Context: an optimization exercise on an open-source flow, tuned for small area, a short achievable clock period and few clock cycles per item. The choices shown serve that exercise and are no tape-out recipe.
Where RTL was checked, it was by simulation tests only, not by an equivalence proof against the original.
Only the layout flow was run in run 2; the RTL was not checked for function there.

==> flow/design.v, too long to show whole: its modules and the start of the top module <==
// module Exp: 46 lines
// module sq32: 719 lines
// module mul32: 812 lines
// module fa: 4 lines
// module ha: 4 lines
module Exp(
    input clk,
    input rst,
    input [31:0] x,
    input [31:0] n,
    output [31:0] res,
    output done
);
  // ...
==> flow/flow/run.sh <==
#!/bin/bash
# The standard layout, with plain buffers (instead of the resizer's default
# pick) on the ports.
set -euo pipefail
export BUFFER_PORTS_ARGS="-buffer_cell sky130_fd_sc_hd__buf_1"
bash standard.sh > orfs_make.log 2>&1
==> flow/standard.sh <==
#!/bin/bash
# synth_recipe.tcl (not shown) runs the flow's synth.tcl, then flattens the netlist and writes it again
# the make line also repeats each setting of config.mk as NAME=value (left out here)
make -C /OpenROAD-flow-scripts/flow DESIGN_CONFIG=/design/flow/config.mk WORK_HOME=/design/flow/orfs CLKGATE_MAP_FILE= SYNTH_SCRIPT=/design/flow/synth_recipe.tcl "${@:-finish}"
==> flow/config.mk <==
export PLATFORM = sky130hd
export DESIGN_NAME = Exp
export DESIGN_NICKNAME = Exp
export VERILOG_FILES = /design/flow/design.v
export SDC_FILE = /design/flow/constraint.sdc
export NUM_CORES = 4
export LEC_CHECK = 0
export CAP_MARGIN = 20
export CORE_MARGIN = 2
export CORE_UTILIZATION = 45
export CTS_BUF_LIST = sky130_fd_sc_hd__clkbuf_8
export PLACE_DENSITY = 0.6
export SETUP_SLACK_MARGIN = 4.5
export SLEW_MARGIN = 20
export SYNTH_HIERARCHICAL = 1
==> flow/constraint.sdc <==
create_clock -name core_clock -period 10.0 [get_ports {clk}]
set_input_delay 2.0000 -clock core_clock [delete_from_list [all_inputs] [get_ports {clk}]]
set_output_delay 2.0000 -clock core_clock [all_outputs]
set_load 0.01 [all_outputs]
==> out/qor.csv, run 1 <==
stage;metric;value;unit
clock_tree;cts-buffers-inserted;17;
clock_tree;cts_tree;yes;
critical_path;worstSetupPathType;reg2reg;
placement;gp_congestion;0.898;
finish;syn2layout_area_growth;9.46;%
finish;fin_cells;3055;
worst_hold_path;hp-class;reg2reg;
finish;nMultiInputCombCells;1976;
die;ios;99;
finish;multi_input_area;19700;um^2
critical_path;crit_top_cell;fa_1;
route;met3_length;5750;um
global_route;overflow;0;
logic_synthesis;synth_area;23200;um^2
timing;finalWorstSetupSlack;4.59;ns
route;wl_met2;37100;um
global_route;use_met1;34.7;%
placement;dp_hpwl;51800;um
finish;layout_commonest_cell;fa_1;
critical_path;worst_r2r_path_depth;17;
route;firstDrtPassIters;8;
global_route;grt_pass1_vias;19900;
global_route;grtUsageMet3;6.11;%
clock_tree;ctsHoldBuffers;0;
route;drt_iter0_markers;1542;
finish;diodes;1;
status;status;no timing/DRC/antenna violations;
clock_tree;clockBufferDepth;2;
finish;register_area;2990;um^2
placement;dp.cells;2982;
critical_path;r2r_start;two[0]$_DFF_P_;
die;fp.coreArea;51100;um^2
timing;setup_violations;0;
timing;hold_slack;0.492;ns
placement;dpl_cell_area;24000;um^2
critical_path;crit_path_start_kind;register;
global_route;grt_max_degree;65;
route;wl_per_cell;24.7;um
global_route;met2_usage;48.2;%
clock_tree;clock-sinks;143;
Testbench counts, summed over its fixed seeds: cycles 6,460, items 384.
==> module Exp, before the edit <==
module Exp(
    input clk,
    input rst,
    input [31:0] x,
    input [31:0] n,
    output [31:0] res,
    output done
);
    reg [31:0] b, r, m;
    reg [15:0] one, two, neg;
    wire [31:0] sq, pr;
    sq32 u_sq (.a(b), .y(sq));
    mul32 u_mul (.a(r), .one(one), .two(two), .neg(neg), .y(pr));
    function [47:0] booth_enc(input [31:0] v, input e);
        integer i;
        reg hi, mid, lo;
        reg [15:0] o, t, g;
        begin
            for (i = 0; i < 16; i = i + 1) begin
                hi = v[2*i+1];
                mid = v[2*i];
                lo = (i == 0) ? 1'b0 : v[2*i-1];
                o[i] = (mid ^ lo) & e;
                t[i] = ((hi & ~mid & ~lo) | (~hi & mid & lo)) & e;
                g[i] = hi & ~(mid & lo) & e;
            end
            o[0] = o[0] | ~e;
            booth_enc = {o, t, g};
        end
    endfunction
    assign res = r;
    assign done = ~|m;
    always @(posedge clk) begin
        if (rst) begin
            b <= x;
            r <= 32'd1;
            m <= n;
            {one, two, neg} <= booth_enc(x, n[0]);
        end else begin
            b <= sq;
            r <= pr;
            m <= m >> 1;
            {one, two, neg} <= booth_enc(sq, m[1]);
        end
    end
endmodule
==> module sq32, before the edit <==
module sq32(
    input [31:0] a,
    output [31:0] y
);
    wire [31:0] ra, rb;
    wire s1 = ~a[0];
    wire s2 = ~(a[0] & a[1]);
    wire s3 = ~(a[0] & a[2]);
    wire s4 = ~(a[0] & a[3]);
    wire s5 = ~(a[0] & a[4]);
    wire s6 = ~(a[0] & a[5]);
    wire s7 = ~(a[0] & a[6]);
    wire s8 = ~(a[0] & a[7]);
    wire s9 = ~(a[0] & a[8]);
    wire s10 = ~(a[0] & a[9]);
    wire s11 = ~(a[0] & a[10]);
    wire s12 = ~(a[0] & a[11]);
    wire s13 = ~(a[0] & a[12]);
    wire s14 = ~(a[0] & a[13]);
    wire s15 = ~(a[0] & a[14]);
    wire s16 = ~(a[0] & a[15]);
    wire s17 = ~(a[0] & a[16]);
    wire s18 = ~(a[0] & a[17]);
    wire s19 = ~(a[0] & a[18]);
    wire s20 = ~(a[0] & a[19]);
    wire s21 = ~(a[0] & a[20]);
    wire s22 = ~(a[0] & a[21]);
    wire s23 = ~(a[0] & a[22]);
    wire s24 = ~(a[0] & a[23]);
    wire s25 = ~(a[0] & a[24]);
    wire s26 = ~(a[0] & a[25]);
    wire s27 = ~(a[0] & a[26]);
    wire s28 = ~(a[0] & a[27]);
    wire s29 = ~(a[0] & a[28]);
    wire s30 = ~(a[0] & a[29]);
    wire s31 = ~(a[0] & a[30]);
    wire s32 = ~a[1];
    wire s33 = ~(a[1] & a[2]);
    wire s34 = ~(a[1] & a[3]);
    wire s35 = ~(a[1] & a[4]);
    wire s36 = ~(a[1] & a[5]);
    wire s37 = ~(a[1] & a[6]);
    wire s38 = ~(a[1] & a[7]);
    wire s39 = ~(a[1] & a[8]);
    wire s40 = ~(a[1] & a[9]);
    wire s41 = ~(a[1] & a[10]);
    wire s42 = ~(a[1] & a[11]);
    wire s43 = ~(a[1] & a[12]);
    wire s44 = ~(a[1] & a[13]);
    wire s45 = ~(a[1] & a[14]);
    wire s46 = ~(a[1] & a[15]);
    wire s47 = ~(a[1] & a[16]);
    wire s48 = ~(a[1] & a[17]);
    wire s49 = ~(a[1] & a[18]);
    wire s50 = ~(a[1] & a[19]);
    wire s51 = ~(a[1] & a[20]);
    wire s52 = ~(a[1] & a[21]);
    wire s53 = ~(a[1] & a[22]);
    wire s54 = ~(a[1] & a[23]);
    wire s55 = ~(a[1] & a[24]);
    wire s56 = ~(a[1] & a[25]);
    wire s57 = ~(a[1] & a[26]);
    wire s58 = ~(a[1] & a[27]);
    wire s59 = ~(a[1] & a[28]);
    wire s60 = ~(a[1] & a[29]);
    wire s61 = ~a[2];
    wire s62 = ~(a[2] & a[3]);
    wire s63 = ~(a[2] & a[4]);
    wire s64 = ~(a[2] & a[5]);
    wire s65 = ~(a[2] & a[6]);
    wire s66 = ~(a[2] & a[7]);
    wire s67 = ~(a[2] & a[8]);
    wire s68 = ~(a[2] & a[9]);
    wire s69 = ~(a[2] & a[10]);
    wire s70 = ~(a[2] & a[11]);
    wire s71 = ~(a[2] & a[12]);
    wire s72 = ~(a[2] & a[13]);
    wire s73 = ~(a[2] & a[14]);
    wire s74 = ~(a[2] & a[15]);
    wire s75 = ~(a[2] & a[16]);
    wire s76 = ~(a[2] & a[17]);
    wire s77 = ~(a[2] & a[18]);
    wire s78 = ~(a[2] & a[19]);
    wire s79 = ~(a[2] & a[20]);
    wire s80 = ~(a[2] & a[21]);
    wire s81 = ~(a[2] & a[22]);
    wire s82 = ~(a[2] & a[23]);
    wire s83 = ~(a[2] & a[24]);
    wire s84 = ~(a[2] & a[25]);
    wire s85 = ~(a[2] & a[26]);
    wire s86 = ~(a[2] & a[27]);
    wire s87 = ~(a[2] & a[28]);
    wire s88 = ~a[3];
    wire s89 = ~(a[3] & a[4]);
    wire s90 = ~(a[3] & a[5]);
    wire s91 = ~(a[3] & a[6]);
    wire s92 = ~(a[3] & a[7]);
    wire s93 = ~(a[3] & a[8]);
    wire s94 = ~(a[3] & a[9]);
    wire s95 = ~(a[3] & a[10]);
    wire s96 = ~(a[3] & a[11]);
    wire s97 = ~(a[3] & a[12]);
    wire s98 = ~(a[3] & a[13]);
    wire s99 = ~(a[3] & a[14]);
    wire s100 = ~(a[3] & a[15]);
    wire s101 = ~(a[3] & a[16]);
    wire s102 = ~(a[3] & a[17]);
    wire s103 = ~(a[3] & a[18]);
    wire s104 = ~(a[3] & a[19]);
    wire s105 = ~(a[3] & a[20]);
    wire s106 = ~(a[3] & a[21]);
    wire s107 = ~(a[3] & a[22]);
    wire s108 = ~(a[3] & a[23]);
    wire s109 = ~(a[3] & a[24]);
    wire s110 = ~(a[3] & a[25]);
    wire s111 = ~(a[3] & a[26]);
    wire s112 = ~(a[3] & a[27]);
    wire s113 = ~a[4];
    wire s114 = ~(a[4] & a[5]);
    wire s115 = ~(a[4] & a[6]);
    wire s116 = ~(a[4] & a[7]);
    wire s117 = ~(a[4] & a[8]);
    wire s118 = ~(a[4] & a[9]);
    wire s119 = ~(a[4] & a[10]);
    wire s120 = ~(a[4] & a[11]);
    wire s121 = ~(a[4] & a[12]);
    wire s122 = ~(a[4] & a[13]);
    wire s123 = ~(a[4] & a[14]);
    wire s124 = ~(a[4] & a[15]);
    wire s125 = ~(a[4] & a[16]);
    wire s126 = ~(a[4] & a[17]);
    wire s127 = ~(a[4] & a[18]);
    wire s128 = ~(a[4] & a[19]);
    wire s129 = ~(a[4] & a[20]);
    wire s130 = ~(a[4] & a[21]);
    wire s131 = ~(a[4] & a[22]);
    wire s132 = ~(a[4] & a[23]);
    wire s133 = ~(a[4] & a[24]);
    wire s134 = ~(a[4] & a[25]);
    wire s135 = ~(a[4] & a[26]);
    wire s136 = ~a[5];
    wire s137 = ~(a[5] & a[6]);
    wire s138 = ~(a[5] & a[7]);
    wire s139 = ~(a[5] & a[8]);
    wire s140 = ~(a[5] & a[9]);
    wire s141 = ~(a[5] & a[10]);
    wire s142 = ~(a[5] & a[11]);
    wire s143 = ~(a[5] & a[12]);
    wire s144 = ~(a[5] & a[13]);
    wire s145 = ~(a[5] & a[14]);
    wire s146 = ~(a[5] & a[15]);
    wire s147 = ~(a[5] & a[16]);
    wire s148 = ~(a[5] & a[17]);
    wire s149 = ~(a[5] & a[18]);
    wire s150 = ~(a[5] & a[19]);
    wire s151 = ~(a[5] & a[20]);
    wire s152 = ~(a[5] & a[21]);
    wire s153 = ~(a[5] & a[22]);
    wire s154 = ~(a[5] & a[23]);
    wire s155 = ~(a[5] & a[24]);
    wire s156 = ~(a[5] & a[25]);
    wire s157 = ~a[6];
    wire s158 = ~(a[6] & a[7]);
    wire s159 = ~(a[6] & a[8]);
    wire s160 = ~(a[6] & a[9]);
    wire s161 = ~(a[6] & a[10]);
    wire s162 = ~(a[6] & a[11]);
    wire s163 = ~(a[6] & a[12]);
    wire s164 = ~(a[6] & a[13]);
    wire s165 = ~(a[6] & a[14]);
    wire s166 = ~(a[6] & a[15]);
    wire s167 = ~(a[6] & a[16]);
    wire s168 = ~(a[6] & a[17]);
    wire s169 = ~(a[6] & a[18]);
    wire s170 = ~(a[6] & a[19]);
    wire s171 = ~(a[6] & a[20]);
    wire s172 = ~(a[6] & a[21]);
    wire s173 = ~(a[6] & a[22]);
    wire s174 = ~(a[6] & a[23]);
    wire s175 = ~(a[6] & a[24]);
    wire s176 = ~a[7];
    wire s177 = ~(a[7] & a[8]);
    wire s178 = ~(a[7] & a[9]);
    wire s179 = ~(a[7] & a[10]);
    wire s180 = ~(a[7] & a[11]);
    wire s181 = ~(a[7] & a[12]);
    wire s182 = ~(a[7] & a[13]);
    wire s183 = ~(a[7] & a[14]);
    wire s184 = ~(a[7] & a[15]);
    wire s185 = ~(a[7] & a[16]);
    wire s186 = ~(a[7] & a[17]);
    wire s187 = ~(a[7] & a[18]);
    wire s188 = ~(a[7] & a[19]);
    wire s189 = ~(a[7] & a[20]);
    wire s190 = ~(a[7] & a[21]);
    wire s191 = ~(a[7] & a[22]);
    wire s192 = ~(a[7] & a[23]);
    wire s193 = ~a[8];
    wire s194 = ~(a[8] & a[9]);
    wire s195 = ~(a[8] & a[10]);
    wire s196 = ~(a[8] & a[11]);
    wire s197 = ~(a[8] & a[12]);
    wire s198 = ~(a[8] & a[13]);
    wire s199 = ~(a[8] & a[14]);
    wire s200 = ~(a[8] & a[15]);
    wire s201 = ~(a[8] & a[16]);
    wire s202 = ~(a[8] & a[17]);
    wire s203 = ~(a[8] & a[18]);
    wire s204 = ~(a[8] & a[19]);
    wire s205 = ~(a[8] & a[20]);
    wire s206 = ~(a[8] & a[21]);
    wire s207 = ~(a[8] & a[22]);
    wire s208 = ~a[9];
    wire s209 = ~(a[9] & a[10]);
    wire s210 = ~(a[9] & a[11]);
    wire s211 = ~(a[9] & a[12]);
    wire s212 = ~(a[9] & a[13]);
    wire s213 = ~(a[9] & a[14]);
    wire s214 = ~(a[9] & a[15]);
    wire s215 = ~(a[9] & a[16]);
    wire s216 = ~(a[9] & a[17]);
    wire s217 = ~(a[9] & a[18]);
    wire s218 = ~(a[9] & a[19]);
    wire s219 = ~(a[9] & a[20]);
    wire s220 = ~(a[9] & a[21]);
    wire s221 = ~a[10];
    wire s222 = ~(a[10] & a[11]);
    wire s223 = ~(a[10] & a[12]);
    wire s224 = ~(a[10] & a[13]);
    wire s225 = ~(a[10] & a[14]);
    wire s226 = ~(a[10] & a[15]);
    wire s227 = ~(a[10] & a[16]);
    wire s228 = ~(a[10] & a[17]);
    wire s229 = ~(a[10] & a[18]);
    wire s230 = ~(a[10] & a[19]);
    wire s231 = ~(a[10] & a[20]);
    wire s232 = ~a[11];
    wire s233 = ~(a[11] & a[12]);
    wire s234 = ~(a[11] & a[13]);
    wire s235 = ~(a[11] & a[14]);
    wire s236 = ~(a[11] & a[15]);
    wire s237 = ~(a[11] & a[16]);
    wire s238 = ~(a[11] & a[17]);
    wire s239 = ~(a[11] & a[18]);
    wire s240 = ~(a[11] & a[19]);
    wire s241 = ~a[12];
    wire s242 = ~(a[12] & a[13]);
    wire s243 = ~(a[12] & a[14]);
    wire s244 = ~(a[12] & a[15]);
    wire s245 = ~(a[12] & a[16]);
    wire s246 = ~(a[12] & a[17]);
    wire s247 = ~(a[12] & a[18]);
    wire s248 = ~a[13];
    wire s249 = ~(a[13] & a[14]);
    wire s250 = ~(a[13] & a[15]);
    wire s251 = ~(a[13] & a[16]);
    wire s252 = ~(a[13] & a[17]);
    wire s253 = ~a[14];
    wire s254 = ~(a[14] & a[15]);
    wire s255 = ~(a[14] & a[16]);
    wire s256 = ~a[15];
    wire s257, s258;
    fa u_s257 (.a(s248), .b(s26), .c(1'b1), .s(s257), .co(s258));
    wire s259, s260;
    fa u_s259 (.a(s27), .b(s56), .c(1'b1), .s(s259), .co(s260));
    wire s261, s262;
    fa u_s261 (.a(s253), .b(s28), .c(s57), .s(s261), .co(s262));
    wire s263, s264;
    fa u_s263 (.a(s84), .b(s109), .c(1'b1), .s(s263), .co(s264));
    wire s265, s266;
    fa u_s265 (.a(s29), .b(s58), .c(s85), .s(s265), .co(s266));
    wire s267, s268;
    fa u_s267 (.a(s110), .b(s133), .c(1'b1), .s(s267), .co(s268));
    wire s269, s270;
    fa u_s269 (.a(s256), .b(s30), .c(s59), .s(s269), .co(s270));
    wire s271, s272;
    fa u_s271 (.a(s86), .b(s111), .c(s134), .s(s271), .co(s272));
    wire s273, s274;
    fa u_s273 (.a(s155), .b(s174), .c(1'b1), .s(s273), .co(s274));
    wire s275, s276;
    fa u_s275 (.a(s208), .b(s18), .c(1'b1), .s(s275), .co(s276));
    wire s277, s278;
    fa u_s277 (.a(s19), .b(s48), .c(1'b1), .s(s277), .co(s278));
    wire s279, s280;
    fa u_s279 (.a(s221), .b(s20), .c(s49), .s(s279), .co(s280));
    wire s281, s282;
    fa u_s281 (.a(s76), .b(s101), .c(1'b1), .s(s281), .co(s282));
    wire s283, s284;
    fa u_s283 (.a(s21), .b(s50), .c(s77), .s(s283), .co(s284));
    wire s285, s286;
    fa u_s285 (.a(s102), .b(s125), .c(1'b1), .s(s285), .co(s286));
    wire s287, s288;
    fa u_s287 (.a(s232), .b(s22), .c(s51), .s(s287), .co(s288));
    wire s289, s290;
    fa u_s289 (.a(s78), .b(s103), .c(s126), .s(s289), .co(s290));
    wire s291, s292;
    fa u_s291 (.a(s147), .b(s166), .c(1'b1), .s(s291), .co(s292));
    wire s293, s294;
    fa u_s293 (.a(s23), .b(s52), .c(s79), .s(s293), .co(s294));
    wire s295, s296;
    fa u_s295 (.a(s104), .b(s127), .c(s148), .s(s295), .co(s296));
    wire s297, s298;
    fa u_s297 (.a(s167), .b(s184), .c(1'b1), .s(s297), .co(s298));
    wire s299, s300;
    fa u_s299 (.a(s241), .b(s24), .c(s53), .s(s299), .co(s300));
    wire s301, s302;
    fa u_s301 (.a(s80), .b(s105), .c(s128), .s(s301), .co(s302));
    wire s303, s304;
    fa u_s303 (.a(s149), .b(s168), .c(s185), .s(s303), .co(s304));
    wire s305, s306;
    fa u_s305 (.a(s200), .b(s213), .c(1'b1), .s(s305), .co(s306));
    wire s307, s308;
    fa u_s307 (.a(s25), .b(s54), .c(s81), .s(s307), .co(s308));
    wire s309, s310;
    fa u_s309 (.a(s106), .b(s129), .c(s150), .s(s309), .co(s310));
    wire s311, s312;
    fa u_s311 (.a(s169), .b(s186), .c(s201), .s(s311), .co(s312));
    wire s313, s314;
    fa u_s313 (.a(s214), .b(s225), .c(1'b1), .s(s313), .co(s314));
    wire s315, s316;
    fa u_s315 (.a(s55), .b(s82), .c(s107), .s(s315), .co(s316));
    wire s317, s318;
    fa u_s317 (.a(s130), .b(s151), .c(s170), .s(s317), .co(s318));
    wire s319, s320;
    fa u_s319 (.a(s187), .b(s202), .c(s215), .s(s319), .co(s320));
    wire s321, s322;
    fa u_s321 (.a(s226), .b(s235), .c(s242), .s(s321), .co(s322));
    wire s323, s324;
    fa u_s323 (.a(s83), .b(s108), .c(s131), .s(s323), .co(s324));
    wire s325, s326;
    fa u_s325 (.a(s152), .b(s171), .c(s188), .s(s325), .co(s326));
    wire s327, s328;
    fa u_s327 (.a(s203), .b(s216), .c(s227), .s(s327), .co(s328));
    wire s329, s330;
    fa u_s329 (.a(s236), .b(s243), .c(s259), .s(s329), .co(s330));
    wire s331, s332;
    fa u_s331 (.a(s132), .b(s153), .c(s172), .s(s331), .co(s332));
    wire s333, s334;
    fa u_s333 (.a(s189), .b(s204), .c(s217), .s(s333), .co(s334));
    wire s335, s336;
    fa u_s335 (.a(s228), .b(s237), .c(s244), .s(s335), .co(s336));
    wire s337, s338;
    fa u_s337 (.a(s249), .b(s263), .c(s260), .s(s337), .co(s338));
    wire s339, s340;
    fa u_s339 (.a(s154), .b(s173), .c(s190), .s(s339), .co(s340));
    wire s341, s342;
    fa u_s341 (.a(s205), .b(s218), .c(s229), .s(s341), .co(s342));
    wire s343, s344;
    fa u_s343 (.a(s238), .b(s245), .c(s250), .s(s343), .co(s344));
    wire s345, s346;
    fa u_s345 (.a(s267), .b(s262), .c(s264), .s(s345), .co(s346));
    wire s347, s348;
    fa u_s347 (.a(s191), .b(s206), .c(s219), .s(s347), .co(s348));
    wire s349, s350;
    fa u_s349 (.a(s230), .b(s239), .c(s246), .s(s349), .co(s350));
    wire s351, s352;
    fa u_s351 (.a(s251), .b(s254), .c(s273), .s(s351), .co(s352));
    wire s353, s354;
    fa u_s353 (.a(s266), .b(s268), .c(s269), .s(s353), .co(s354));
    wire s355, s356;
    fa u_s355 (.a(s157), .b(s12), .c(1'b1), .s(s355), .co(s356));
    wire s357, s358;
    fa u_s357 (.a(s13), .b(s42), .c(1'b1), .s(s357), .co(s358));
    wire s359, s360;
    fa u_s359 (.a(s176), .b(s14), .c(s43), .s(s359), .co(s360));
    wire s361, s362;
    fa u_s361 (.a(s70), .b(s95), .c(1'b1), .s(s361), .co(s362));
    wire s363, s364;
    fa u_s363 (.a(s15), .b(s44), .c(s71), .s(s363), .co(s364));
    wire s365, s366;
    fa u_s365 (.a(s96), .b(s119), .c(1'b1), .s(s365), .co(s366));
    wire s367, s368;
    fa u_s367 (.a(s193), .b(s16), .c(s45), .s(s367), .co(s368));
    wire s369, s370;
    fa u_s369 (.a(s72), .b(s97), .c(s120), .s(s369), .co(s370));
    wire s371, s372;
    fa u_s371 (.a(s141), .b(s160), .c(1'b1), .s(s371), .co(s372));
    wire s373, s374;
    fa u_s373 (.a(s17), .b(s46), .c(s73), .s(s373), .co(s374));
    wire s375, s376;
    fa u_s375 (.a(s98), .b(s121), .c(s142), .s(s375), .co(s376));
    wire s377, s378;
    fa u_s377 (.a(s161), .b(s178), .c(1'b1), .s(s377), .co(s378));
    wire s379, s380;
    fa u_s379 (.a(s47), .b(s74), .c(s99), .s(s379), .co(s380));
    wire s381, s382;
    fa u_s381 (.a(s122), .b(s143), .c(s162), .s(s381), .co(s382));
    wire s383, s384;
    fa u_s383 (.a(s179), .b(s194), .c(s275), .s(s383), .co(s384));
    wire s385, s386;
    fa u_s385 (.a(s75), .b(s100), .c(s123), .s(s385), .co(s386));
    wire s387, s388;
    fa u_s387 (.a(s144), .b(s163), .c(s180), .s(s387), .co(s388));
    wire s389, s390;
    fa u_s389 (.a(s195), .b(s277), .c(s276), .s(s389), .co(s390));
    wire s391, s392;
    fa u_s391 (.a(s124), .b(s145), .c(s164), .s(s391), .co(s392));
    wire s393, s394;
    fa u_s393 (.a(s181), .b(s196), .c(s209), .s(s393), .co(s394));
    wire s395, s396;
    fa u_s395 (.a(s281), .b(s278), .c(s279), .s(s395), .co(s396));
    wire s397, s398;
    fa u_s397 (.a(s146), .b(s165), .c(s182), .s(s397), .co(s398));
    wire s399, s400;
    fa u_s399 (.a(s197), .b(s210), .c(s285), .s(s399), .co(s400));
    wire s401, s402;
    fa u_s401 (.a(s280), .b(s282), .c(s283), .s(s401), .co(s402));
    wire s403, s404;
    fa u_s403 (.a(s183), .b(s198), .c(s211), .s(s403), .co(s404));
    wire s405, s406;
    fa u_s405 (.a(s222), .b(s291), .c(s284), .s(s405), .co(s406));
    wire s407, s408;
    fa u_s407 (.a(s286), .b(s287), .c(s289), .s(s407), .co(s408));
    wire s409, s410;
    fa u_s409 (.a(s199), .b(s212), .c(s223), .s(s409), .co(s410));
    wire s411, s412;
    fa u_s411 (.a(s297), .b(s288), .c(s290), .s(s411), .co(s412));
    wire s413, s414;
    fa u_s413 (.a(s292), .b(s293), .c(s295), .s(s413), .co(s414));
    wire s415, s416;
    fa u_s415 (.a(s224), .b(s233), .c(s305), .s(s415), .co(s416));
    wire s417, s418;
    fa u_s417 (.a(s294), .b(s296), .c(s298), .s(s417), .co(s418));
    wire s419, s420;
    fa u_s419 (.a(s299), .b(s301), .c(s303), .s(s419), .co(s420));
    wire s421, s422;
    fa u_s421 (.a(s234), .b(s313), .c(s300), .s(s421), .co(s422));
    wire s423, s424;
    fa u_s423 (.a(s302), .b(s304), .c(s306), .s(s423), .co(s424));
    wire s425, s426;
    fa u_s425 (.a(s307), .b(s309), .c(s311), .s(s425), .co(s426));
    wire s427, s428;
    fa u_s427 (.a(s257), .b(s308), .c(s310), .s(s427), .co(s428));
    wire s429, s430;
    fa u_s429 (.a(s312), .b(s314), .c(s315), .s(s429), .co(s430));
    wire s431, s432;
    fa u_s431 (.a(s317), .b(s319), .c(s321), .s(s431), .co(s432));
    wire s433, s434;
    fa u_s433 (.a(s316), .b(s318), .c(s320), .s(s433), .co(s434));
    wire s435, s436;
    fa u_s435 (.a(s322), .b(s258), .c(s323), .s(s435), .co(s436));
    wire s437, s438;
    fa u_s437 (.a(s325), .b(s327), .c(s329), .s(s437), .co(s438));
    wire s439, s440;
    fa u_s439 (.a(s324), .b(s326), .c(s328), .s(s439), .co(s440));
    wire s441, s442;
    fa u_s441 (.a(s331), .b(s333), .c(s335), .s(s441), .co(s442));
    wire s443, s444;
    fa u_s443 (.a(s261), .b(s330), .c(s337), .s(s443), .co(s444));
    wire s445, s446;
    fa u_s445 (.a(s332), .b(s334), .c(s336), .s(s445), .co(s446));
    wire s447, s448;
    fa u_s447 (.a(s339), .b(s341), .c(s343), .s(s447), .co(s448));
    wire s449, s450;
    fa u_s449 (.a(s265), .b(s338), .c(s345), .s(s449), .co(s450));
    wire s451, s452;
    fa u_s451 (.a(s340), .b(s342), .c(s344), .s(s451), .co(s452));
    wire s453, s454;
    fa u_s453 (.a(s347), .b(s349), .c(s271), .s(s453), .co(s454));
    wire s455, s456;
    fa u_s455 (.a(s346), .b(s351), .c(s353), .s(s455), .co(s456));
    wire s457, s458;
    fa u_s457 (.a(s113), .b(s8), .c(1'b1), .s(s457), .co(s458));
    wire s459, s460;
    fa u_s459 (.a(s9), .b(s38), .c(1'b1), .s(s459), .co(s460));
    wire s461, s462;
    fa u_s461 (.a(s136), .b(s10), .c(s39), .s(s461), .co(s462));
    wire s463, s464;
    fa u_s463 (.a(s66), .b(s91), .c(1'b1), .s(s463), .co(s464));
    wire s465, s466;
    fa u_s465 (.a(s11), .b(s40), .c(s67), .s(s465), .co(s466));
    wire s467, s468;
    fa u_s467 (.a(s92), .b(s115), .c(1'b1), .s(s467), .co(s468));
    wire s469, s470;
    fa u_s469 (.a(s41), .b(s68), .c(s93), .s(s469), .co(s470));
    wire s471, s472;
    fa u_s471 (.a(s116), .b(s137), .c(s355), .s(s471), .co(s472));
    wire s473, s474;
    fa u_s473 (.a(s69), .b(s94), .c(s117), .s(s473), .co(s474));
    wire s475, s476;
    fa u_s475 (.a(s138), .b(s357), .c(s356), .s(s475), .co(s476));
    wire s477, s478;
    fa u_s477 (.a(s118), .b(s139), .c(s158), .s(s477), .co(s478));
    wire s479, s480;
    fa u_s479 (.a(s361), .b(s358), .c(s359), .s(s479), .co(s480));
    wire s481, s482;
    fa u_s481 (.a(s140), .b(s159), .c(s365), .s(s481), .co(s482));
    wire s483, s484;
    fa u_s483 (.a(s360), .b(s362), .c(s363), .s(s483), .co(s484));
    wire s485, s486;
    fa u_s485 (.a(s177), .b(s371), .c(s364), .s(s485), .co(s486));
    wire s487, s488;
    fa u_s487 (.a(s366), .b(s367), .c(s369), .s(s487), .co(s488));
    wire s489, s490;
    fa u_s489 (.a(s377), .b(s368), .c(s370), .s(s489), .co(s490));
    wire s491, s492;
    fa u_s491 (.a(s372), .b(s373), .c(s375), .s(s491), .co(s492));
    wire s493, s494;
    fa u_s493 (.a(s374), .b(s376), .c(s378), .s(s493), .co(s494));
    wire s495, s496;
    fa u_s495 (.a(s379), .b(s381), .c(s383), .s(s495), .co(s496));
    wire s497, s498;
    fa u_s497 (.a(s380), .b(s382), .c(s385), .s(s497), .co(s498));
    wire s499, s500;
    fa u_s499 (.a(s387), .b(s384), .c(s389), .s(s499), .co(s500));
    wire s501, s502;
    fa u_s501 (.a(s386), .b(s388), .c(s391), .s(s501), .co(s502));
    wire s503, s504;
    fa u_s503 (.a(s393), .b(s390), .c(s395), .s(s503), .co(s504));
    wire s505, s506;
    fa u_s505 (.a(s392), .b(s394), .c(s397), .s(s505), .co(s506));
    wire s507, s508;
    fa u_s507 (.a(s399), .b(s396), .c(s401), .s(s507), .co(s508));
    wire s509, s510;
    fa u_s509 (.a(s398), .b(s403), .c(s400), .s(s509), .co(s510));
    wire s511, s512;
    fa u_s511 (.a(s402), .b(s405), .c(s407), .s(s511), .co(s512));
    wire s513, s514;
    fa u_s513 (.a(s404), .b(s409), .c(s406), .s(s513), .co(s514));
    wire s515, s516;
    fa u_s515 (.a(s408), .b(s411), .c(s413), .s(s515), .co(s516));
    wire s517, s518;
    fa u_s517 (.a(s410), .b(s412), .c(s415), .s(s517), .co(s518));
    wire s519, s520;
    fa u_s519 (.a(s414), .b(s417), .c(s419), .s(s519), .co(s520));
    wire s521, s522;
    fa u_s521 (.a(s416), .b(s418), .c(s420), .s(s521), .co(s522));
    wire s523, s524;
    fa u_s523 (.a(s421), .b(s423), .c(s425), .s(s523), .co(s524));
    wire s525, s526;
    fa u_s525 (.a(s422), .b(s424), .c(s426), .s(s525), .co(s526));
    wire s527, s528;
    fa u_s527 (.a(s427), .b(s429), .c(s431), .s(s527), .co(s528));
    wire s529, s530;
    fa u_s529 (.a(s428), .b(s430), .c(s432), .s(s529), .co(s530));
    wire s531, s532;
    fa u_s531 (.a(s433), .b(s435), .c(s437), .s(s531), .co(s532));
    wire s533, s534;
    fa u_s533 (.a(s434), .b(s436), .c(s439), .s(s533), .co(s534));
    wire s535, s536;
    fa u_s535 (.a(s441), .b(s438), .c(s443), .s(s535), .co(s536));
    wire s537, s538;
    fa u_s537 (.a(s440), .b(s442), .c(s445), .s(s537), .co(s538));
    wire s539, s540;
    fa u_s539 (.a(s447), .b(s444), .c(s449), .s(s539), .co(s540));
    wire s541, s542;
    fa u_s541 (.a(s446), .b(s448), .c(s451), .s(s541), .co(s542));
    wire s543, s544;
    fa u_s543 (.a(s453), .b(s450), .c(s455), .s(s543), .co(s544));
    wire s545, s546;
    fa u_s545 (.a(s88), .b(s6), .c(1'b1), .s(s545), .co(s546));
    wire s547, s548;
    fa u_s547 (.a(s7), .b(s36), .c(1'b1), .s(s547), .co(s548));
    wire s549, s550;
    fa u_s549 (.a(s37), .b(s64), .c(s89), .s(s549), .co(s550));
    wire s551, s552;
    fa u_s551 (.a(s65), .b(s90), .c(s459), .s(s551), .co(s552));
    wire s553, s554;
    fa u_s553 (.a(s114), .b(s463), .c(s460), .s(s553), .co(s554));
    wire s555, s556;
    fa u_s555 (.a(s467), .b(s462), .c(s464), .s(s555), .co(s556));
    wire s557, s558;
    fa u_s557 (.a(s466), .b(s468), .c(s469), .s(s557), .co(s558));
    wire s559, s560;
    fa u_s559 (.a(s470), .b(s473), .c(s472), .s(s559), .co(s560));
    wire s561, s562;
    fa u_s561 (.a(s474), .b(s477), .c(s476), .s(s561), .co(s562));
    wire s563, s564;
    fa u_s563 (.a(s478), .b(s481), .c(s480), .s(s563), .co(s564));
    wire s565, s566;
    fa u_s565 (.a(s482), .b(s484), .c(s485), .s(s565), .co(s566));
    wire s567, s568;
    fa u_s567 (.a(s486), .b(s488), .c(s489), .s(s567), .co(s568));
    wire s569, s570;
    fa u_s569 (.a(s490), .b(s492), .c(s493), .s(s569), .co(s570));
    wire s571, s572;
    fa u_s571 (.a(s494), .b(s497), .c(s496), .s(s571), .co(s572));
    wire s573, s574;
    fa u_s573 (.a(s498), .b(s501), .c(s500), .s(s573), .co(s574));
    wire s575, s576;
    fa u_s575 (.a(s502), .b(s505), .c(s504), .s(s575), .co(s576));
    wire s577, s578;
    fa u_s577 (.a(s506), .b(s509), .c(s508), .s(s577), .co(s578));
    wire s579, s580;
    fa u_s579 (.a(s510), .b(s513), .c(s512), .s(s579), .co(s580));
    wire s581, s582;
    fa u_s581 (.a(s514), .b(s517), .c(s516), .s(s581), .co(s582));
    wire s583, s584;
    fa u_s583 (.a(s518), .b(s520), .c(s521), .s(s583), .co(s584));
    wire s585, s586;
    fa u_s585 (.a(s522), .b(s524), .c(s525), .s(s585), .co(s586));
    wire s587, s588;
    fa u_s587 (.a(s526), .b(s528), .c(s529), .s(s587), .co(s588));
    wire s589, s590;
    fa u_s589 (.a(s530), .b(s533), .c(s532), .s(s589), .co(s590));
    wire s591, s592;
    fa u_s591 (.a(s534), .b(s537), .c(s536), .s(s591), .co(s592));
    wire s593, s594;
    fa u_s593 (.a(s538), .b(s541), .c(s540), .s(s593), .co(s594));
    wire s595, s596;
    fa u_s595 (.a(s61), .b(s4), .c(1'b1), .s(s595), .co(s596));
    wire s597, s598;
    fa u_s597 (.a(s5), .b(s34), .c(1'b1), .s(s597), .co(s598));
    wire s599, s600;
    fa u_s599 (.a(s35), .b(s62), .c(s545), .s(s599), .co(s600));
    wire s601, s602;
    fa u_s601 (.a(s63), .b(s547), .c(s546), .s(s601), .co(s602));
    wire s603, s604;
    fa u_s603 (.a(s457), .b(s548), .c(s549), .s(s603), .co(s604));
    wire s605, s606;
    fa u_s605 (.a(s550), .b(s458), .c(s551), .s(s605), .co(s606));
    wire s607, s608;
    fa u_s607 (.a(s461), .b(s552), .c(s553), .s(s607), .co(s608));
    wire s609, s610;
    fa u_s609 (.a(s465), .b(s554), .c(s555), .s(s609), .co(s610));
    wire s611, s612;
    fa u_s611 (.a(s556), .b(s471), .c(s557), .s(s611), .co(s612));
    wire s613, s614;
    fa u_s613 (.a(s558), .b(s475), .c(s559), .s(s613), .co(s614));
    wire s615, s616;
    fa u_s615 (.a(s479), .b(s560), .c(s561), .s(s615), .co(s616));
    wire s617, s618;
    fa u_s617 (.a(s483), .b(s562), .c(s563), .s(s617), .co(s618));
    wire s619, s620;
    fa u_s619 (.a(s487), .b(s564), .c(s565), .s(s619), .co(s620));
    wire s621, s622;
    fa u_s621 (.a(s491), .b(s566), .c(s567), .s(s621), .co(s622));
    wire s623, s624;
    fa u_s623 (.a(s568), .b(s495), .c(s569), .s(s623), .co(s624));
    wire s625, s626;
    fa u_s625 (.a(s570), .b(s499), .c(s571), .s(s625), .co(s626));
    wire s627, s628;
    fa u_s627 (.a(s503), .b(s572), .c(s573), .s(s627), .co(s628));
    wire s629, s630;
    fa u_s629 (.a(s507), .b(s574), .c(s575), .s(s629), .co(s630));
    wire s631, s632;
    fa u_s631 (.a(s511), .b(s576), .c(s577), .s(s631), .co(s632));
    wire s633, s634;
    fa u_s633 (.a(s515), .b(s578), .c(s579), .s(s633), .co(s634));
    wire s635, s636;
    fa u_s635 (.a(s519), .b(s580), .c(s581), .s(s635), .co(s636));
    wire s637, s638;
    fa u_s637 (.a(s523), .b(s582), .c(s583), .s(s637), .co(s638));
    wire s639, s640;
    fa u_s639 (.a(s527), .b(s584), .c(s585), .s(s639), .co(s640));
    wire s641, s642;
    fa u_s641 (.a(s586), .b(s531), .c(s587), .s(s641), .co(s642));
    wire s643, s644;
    fa u_s643 (.a(s588), .b(s535), .c(s589), .s(s643), .co(s644));
    wire s645, s646;
    fa u_s645 (.a(s539), .b(s590), .c(s591), .s(s645), .co(s646));
    wire s647, s648;
    fa u_s647 (.a(s543), .b(s592), .c(s593), .s(s647), .co(s648));
    assign ra[0] = s1;
    assign rb[0] = 1'b1;
    assign ra[1] = 1'b1;
    assign rb[1] = 1'b1;
    assign ra[2] = s32;
    assign rb[2] = s2;
    assign ra[3] = s3;
    assign rb[3] = 1'b1;
    assign ra[4] = s595;
    assign rb[4] = s33;
    assign ra[5] = s596;
    assign rb[5] = s597;
    assign ra[6] = s598;
    assign rb[6] = s599;
    assign ra[7] = s600;
    assign rb[7] = s601;
    assign ra[8] = s602;
    assign rb[8] = s603;
    assign ra[9] = s604;
    assign rb[9] = s605;
    assign ra[10] = s606;
    assign rb[10] = s607;
    assign ra[11] = s608;
    assign rb[11] = s609;
    assign ra[12] = s610;
    assign rb[12] = s611;
    assign ra[13] = s612;
    assign rb[13] = s613;
    assign ra[14] = s614;
    assign rb[14] = s615;
    assign ra[15] = s616;
    assign rb[15] = s617;
    assign ra[16] = s618;
    assign rb[16] = s619;
    assign ra[17] = s620;
    assign rb[17] = s621;
    assign ra[18] = s622;
    assign rb[18] = s623;
    assign ra[19] = s624;
    assign rb[19] = s625;
    assign ra[20] = s626;
    assign rb[20] = s627;
    assign ra[21] = s628;
    assign rb[21] = s629;
    assign ra[22] = s630;
    assign rb[22] = s631;
    assign ra[23] = s632;
    assign rb[23] = s633;
    assign ra[24] = s634;
    assign rb[24] = s635;
    assign ra[25] = s636;
    assign rb[25] = s637;
    assign ra[26] = s638;
    assign rb[26] = s639;
    assign ra[27] = s640;
    assign rb[27] = s641;
    assign ra[28] = s642;
    assign rb[28] = s643;
    assign ra[29] = s644;
    assign rb[29] = s645;
    assign ra[30] = s646;
    assign rb[30] = s647;
    assign ra[31] = ~(~(s31 ^ s60 ^ s87 ^ s112 ^ s135 ^ s156 ^ s175 ^ s192 ^ s207 ^ s220 ^ s231 ^ s240 ^ s247 ^ s252 ^ s255 ^ s270 ^ s272 ^ s274 ^ s348 ^ s350 ^ s352 ^ s354 ^ s452 ^ s454 ^ s456 ^ s542 ^ s544 ^ s594 ^ s648));
    assign rb[31] = 1'b1;
    assign y = ~(ra + rb + 32'd1);
endmodule
==> run 2, diff against run 1 <==
--- a/flow/design.v
+++ b/flow/design.v
@@ -8,47 +8,34 @@
 );
     reg [31:0] b, r, m;
     reg [15:0] one, two, neg;
-    wire [31:0] sq, pr;
-    sq32 u_sq (.a(b), .y(sq));
+    wire [31:0] nb, pr;
+    wire [47:0] nenc;
+    sq32 u_sq (.a(b), .x(x), .rst(rst), .e0(n[0]), .e1(m[1]), .nb(nb), .nenc(nenc));
     mul32 u_mul (.a(r), .one(one), .two(two), .neg(neg), .y(pr));
-    function [47:0] booth_enc(input [31:0] v, input e);
-        integer i;
-        reg hi, mid, lo;
-        reg [15:0] o, t, g;
-        begin
-            for (i = 0; i < 16; i = i + 1) begin
-                hi = v[2*i+1];
-                mid = v[2*i];
-                lo = (i == 0) ? 1'b0 : v[2*i-1];
-                o[i] = (mid ^ lo) & e;
-                t[i] = ((hi & ~mid & ~lo) | (~hi & mid & lo)) & e;
-                g[i] = hi & ~(mid & lo) & e;
-            end
-            o[0] = o[0] | ~e;
-            booth_enc = {o, t, g};
-        end
-    endfunction
     assign res = r;
     assign done = ~|m;
     always @(posedge clk) begin
+        b <= nb;
+        {one, two, neg} <= nenc;
         if (rst) begin
-            b <= x;
             r <= 32'd1;
             m <= n;
-            {one, two, neg} <= booth_enc(x, n[0]);
         end else begin
-            b <= sq;
             r <= pr;
             m <= m >> 1;
-            {one, two, neg} <= booth_enc(sq, m[1]);
         end
     end
 endmodule
 module sq32(
     input [31:0] a,
-    output [31:0] y
+    input [31:0] x,
+    input rst,
+    input e0,
+    input e1,
+    output [31:0] nb,
+    output [47:0] nenc
 );
-    wire [31:0] ra, rb;
+    wire [31:0] ra, rb, y;
     wire s1 = ~a[0];
     wire s2 = ~(a[0] & a[1]);
     wire s3 = ~(a[0] & a[2]);
@@ -762,6 +749,25 @@
     assign ra[31] = ~(~(s31 ^ s60 ^ s87 ^ s112 ^ s135 ^ s156 ^ s175 ^ s192 ^ s207 ^ s220 ^ s231 ^ s240 ^ s247 ^ s252 ^ s255 ^ s270 ^ s272 ^ s274 ^ s348 ^ s350 ^ s352 ^ s354 ^ s452 ^ s454 ^ s456 ^ s542 ^ s544 ^ s594 ^ s648));
     assign rb[31] = 1'b1;
     assign y = ~(ra + rb + 32'd1);
+    function [47:0] booth_enc(input [31:0] v, input e);
+        integer i;
+        reg hi, mid, lo;
+        reg [15:0] o, t, g;
+        begin
+            for (i = 0; i < 16; i = i + 1) begin
+                hi = v[2*i+1];
+                mid = v[2*i];
+                lo = (i == 0) ? 1'b0 : v[2*i-1];
+                o[i] = (mid ^ lo) & e;
+                t[i] = ((hi & ~mid & ~lo) | (~hi & mid & lo)) & e;
+                g[i] = hi & ~(mid & lo) & e;
+            end
+            o[0] = o[0] | ~e;
+            booth_enc = {o, t, g};
+        end
+    endfunction
+    assign nb = rst ? x : y;
+    assign nenc = rst ? booth_enc(x, e0) : booth_enc(y, e1);
 endmodule
 module mul32(
     input [31:0] a,
--- a/flow/config.mk
+++ b/flow/config.mk
@@ -8,8 +8,7 @@
 export CAP_MARGIN = 20
 export CORE_MARGIN = 2
 export CORE_UTILIZATION = 45
-export CTS_BUF_LIST = sky130_fd_sc_hd__clkbuf_8
 export PLACE_DENSITY = 0.6
-export SETUP_SLACK_MARGIN = 4.5
+export SETUP_SLACK_MARGIN = 4.6
 export SLEW_MARGIN = 20
 export SYNTH_HIERARCHICAL = 1
==> run 2 against run 1 <==
Compared with the run above: still clean on timing, DRC and antenna; clock skew down 0.0072 ns; synthesized area up 0.74%; flip-flop and latch count unchanged; sequential share of layout area down 0.33 points; synthesized cell count up 1.8%; non-clock buffer count up 11; critical path depth up 2; utilization up 1.5 points; wire length up 2.7%; critical endpoint is now neg[15]$_DFF_P_.
==> out/qor.csv, run 2 <==
stage;metric;value;unit;change
clock_tree;htree_levels;4;;unchanged
die;placementRows;83;;unchanged
placement;dp.cells;3023;;was 2982
route;drt-total-wl;77500;um;was 75500 um
die;die_w;232;um;was 231 um
critical_path;critPathMaxFanout;7;;was 31
finish;drive_above_1_share;13.3;%;was 11.8%
logic_synthesis;synth_area;23300;um^2;was 23200 um^2
global_route;overflow;0;;unchanged
timing;setup_violations;0;;unchanged
timing;layout_worst_path_cycle_share;54.6;%;was 54.1%
clock_tree;clk_latency;0.48;ns;was 0.55 ns
route;via_per_inst;6.08;;about the same
logic_synthesis;ys_warn_count;8;;was 7
route;wl_per_cell;24.9;um;was 24.7 um
finish;layout_commonest_cell;fa_1;;unchanged
clock_tree;root_buffer;clkbuf_16;;was clkbuf_8
die;die-area;53700;um^2;was 53300 um^2
critical_path;startpoint;b[0]$_DFF_P_;;was two[0]$_DFF_P_
timing;tightest_slew;1.09;ns;was 1.01 ns
finish;syn2layout_area_growth;12.3;%;was 9.46%
critical_path;worst_ep_arrival_time;5.83;ns;was 5.89 ns
critical_path;r2r_start;b[0]$_DFF_P_;;was two[0]$_DFF_P_
placement;port_buffers;98;;unchanged
clock_tree;cts-buffers-inserted;17;;unchanged
finish;fillers;4659;;was 4761
timing;setup_tns;0;ns;unchanged
finish;fin_cells;3111;;was 3055
placement;gp_congestion;0.933;;was 0.898
global_route;grt_max_degree;61;;was 65
logic_synthesis;syn_area_per_cell;9.81;um^2;was 9.91 um^2
clock_tree;ctsHoldBuffers;0;;unchanged
timing;slew_headroom;27.5;%;was 32.7%
global_route;grt_pass1_vias;19900;;about the same
route;drt_iter0_markers;2072;;was 1542
global_route;grt.total_usage;28.8;%;was 28.4%
clock_tree;path_clk_slew;0.07;ns;was 0.09 ns
clock_tree;cts_tree;yes;;unchanged
finish;nets;2989;;was 2937
critical_path;worstPathRequired;10.36;ns;was 10.48 ns
worst_hold_path;hp-class;reg2reg;;unchanged
critical_path;critPathCaptureType;register;;unchanged
clock_tree;clock-sinks;143;;unchanged
placement;dp_hpwl;52100;um;was 51800 um
die;ios;99;;unchanged
logic_synthesis;syn-instance-count;2380;;was 2339
critical_path;crit_path_start_kind;register;;unchanged
timing;rsz0062_at_grt;true;;unchanged
finish;register_area;3010;um^2;was 2990 um^2
route;drc;0;;unchanged
finish;final_cell_mix;fa_1, xnor2_1, nand2_1;;unchanged
timing;finClkSkew;0.0104;ns;was 0.0176 ns
timing;min_period;5.46;ns;was 5.41 ns
timing;finalHoldViolCount;0;;unchanged
global_route;grt_pass1_wl;118000;um;was 115000 um
status;status;no timing/DRC/antenna violations;;unchanged
global_route;antenna_found_initial;5;;unchanged
die;initial_utilization;45.5;%;was 45.4%
clock_tree;clockBufferDepth;2;;unchanged
route;firstDrtPassIters;7;;was 8
die;fp.coreArea;51300;um^2;was 51100 um^2
worst_hold_path;hold_path.startpoint;m[30]$_DFF_P_;;was m[4]$_DFF_P_
route;ant_nets;0;;unchanged
finish;multi_input_area;20000;um^2;was 19700 um^2
finish;final_core_util;51.1;%;was 49.7%
finish;largestRegisters;m x32, r x32, b x31;;unchanged
job;maxCapViolCount;0;;unchanged
critical_path;worstSetupPathType;reg2reg;;unchanged
timing;slew_violations;0;;unchanged
route;via_count;18900;;was 18.6k
die;die_y;232;um;was 231 um
timing;max_freq;183;MHz;was 185 MHz
-- run 2: critical path: stages (launching register included) --
cell	delay, ns
dfxtp_4	0.40
buf_12	0.15
nand2_4	0.06
fa_1	0.56
fa_1	0.46
fa_1	0.48
fa_2	0.35
fa_1	0.46
fa_1	0.55
ha_4	0.24
a21oi_4	0.16
and3b_1	0.19
nand2_1	0.06
mux2_4	0.28
and4_4	0.20
or2_4	0.26
inv_4	0.07
ha_4	0.11
nor2_1	0.04
a32o_1	0.26
-- run 2: timing repair --
item / CTS / global route
gates resized for setup: 141 / 77
endpoints found under the setup margin: 32 / 21
pin swaps: 20 / 23
buffers inserted: 31 / 10
gates cloned: 7 / 4
-- run 2: metrics by stage --
stage                     setup WS [ns]  hold slack, ns  area (um^2)
after floorplan                    4.51           0.459        23500
after global placement             3.71           0.467        24200
after detailed placement           3.62           0.469        24200
after CTS                          4.56           0.485        25800
after global routing               4.44           0.499        26200
final                              4.54           0.482        26200
-- run 2: layer usage --
layer	part of all wire (%)	global-route usage, %	up-vias
met5	0.057	0	-
met4	3.1	10.5	6
met3	7.3	4.80	139
met2	48	48.2	921
met1	41	37.6	9693
li1	-	-	8147
-- run 2: layout make-up --
class / instances / area share (%)
diodes: 4 / 0.0382
flip-flops and latches: 143 / 11.5
inverters: 45 / 0.654
repair buffers: 194 / 6.26
multi-input cells: 2013 / 76.1
well taps: 680 / 3.24
clock inverters: 14 / 0.568
clock buffers: 18 / 1.64
-- run 2: worst paths after layout --
kind	end	slack, ns	depth (start not counted)
setup / recovery	neg[15]$_DFF_P_	4.54	19
hold / removal	m[29]$_DFF_P_	0.48	1
setup reg to reg	neg[15]$_DFF_P_	4.54	19
hold reg to reg	m[29]$_DFF_P_	0.48	1

what the ideal ports hide:
The results above use ideal ports. As a check the final layouts listed here were re-extracted and re-timed, cells and wires unchanged. Step 1: set_driving_cell puts a clkbuf_16 on clk and a buf_2 on each other input, an assumption about the parent block. Step 2, shift: input delay + t, output delay - t, t = (earliest + latest rising clock arrival at the registers) / 2. This alone moves slack from input paths to output paths. Three values: ideal, step 1, step 2; two values: the first two.
run | shift t [ns] | setup WS [ns] | hold slack, ns | latest minus earliest clock arrival (ns) | worst data-port slew with drivers (ns)
run 1 | 0.587 | 4.590 / 4.590 / 4.590 | 0.492 / 0.492 / 0.492 | 0.018 / 0.018 | 0.11
run 2 | 0.524 | 4.537 / 4.537 / 4.537 | 0.482 / 0.482 / 0.482 | 0.011 / 0.010 | 0.09
After both steps setup and hold are still met in every run listed.
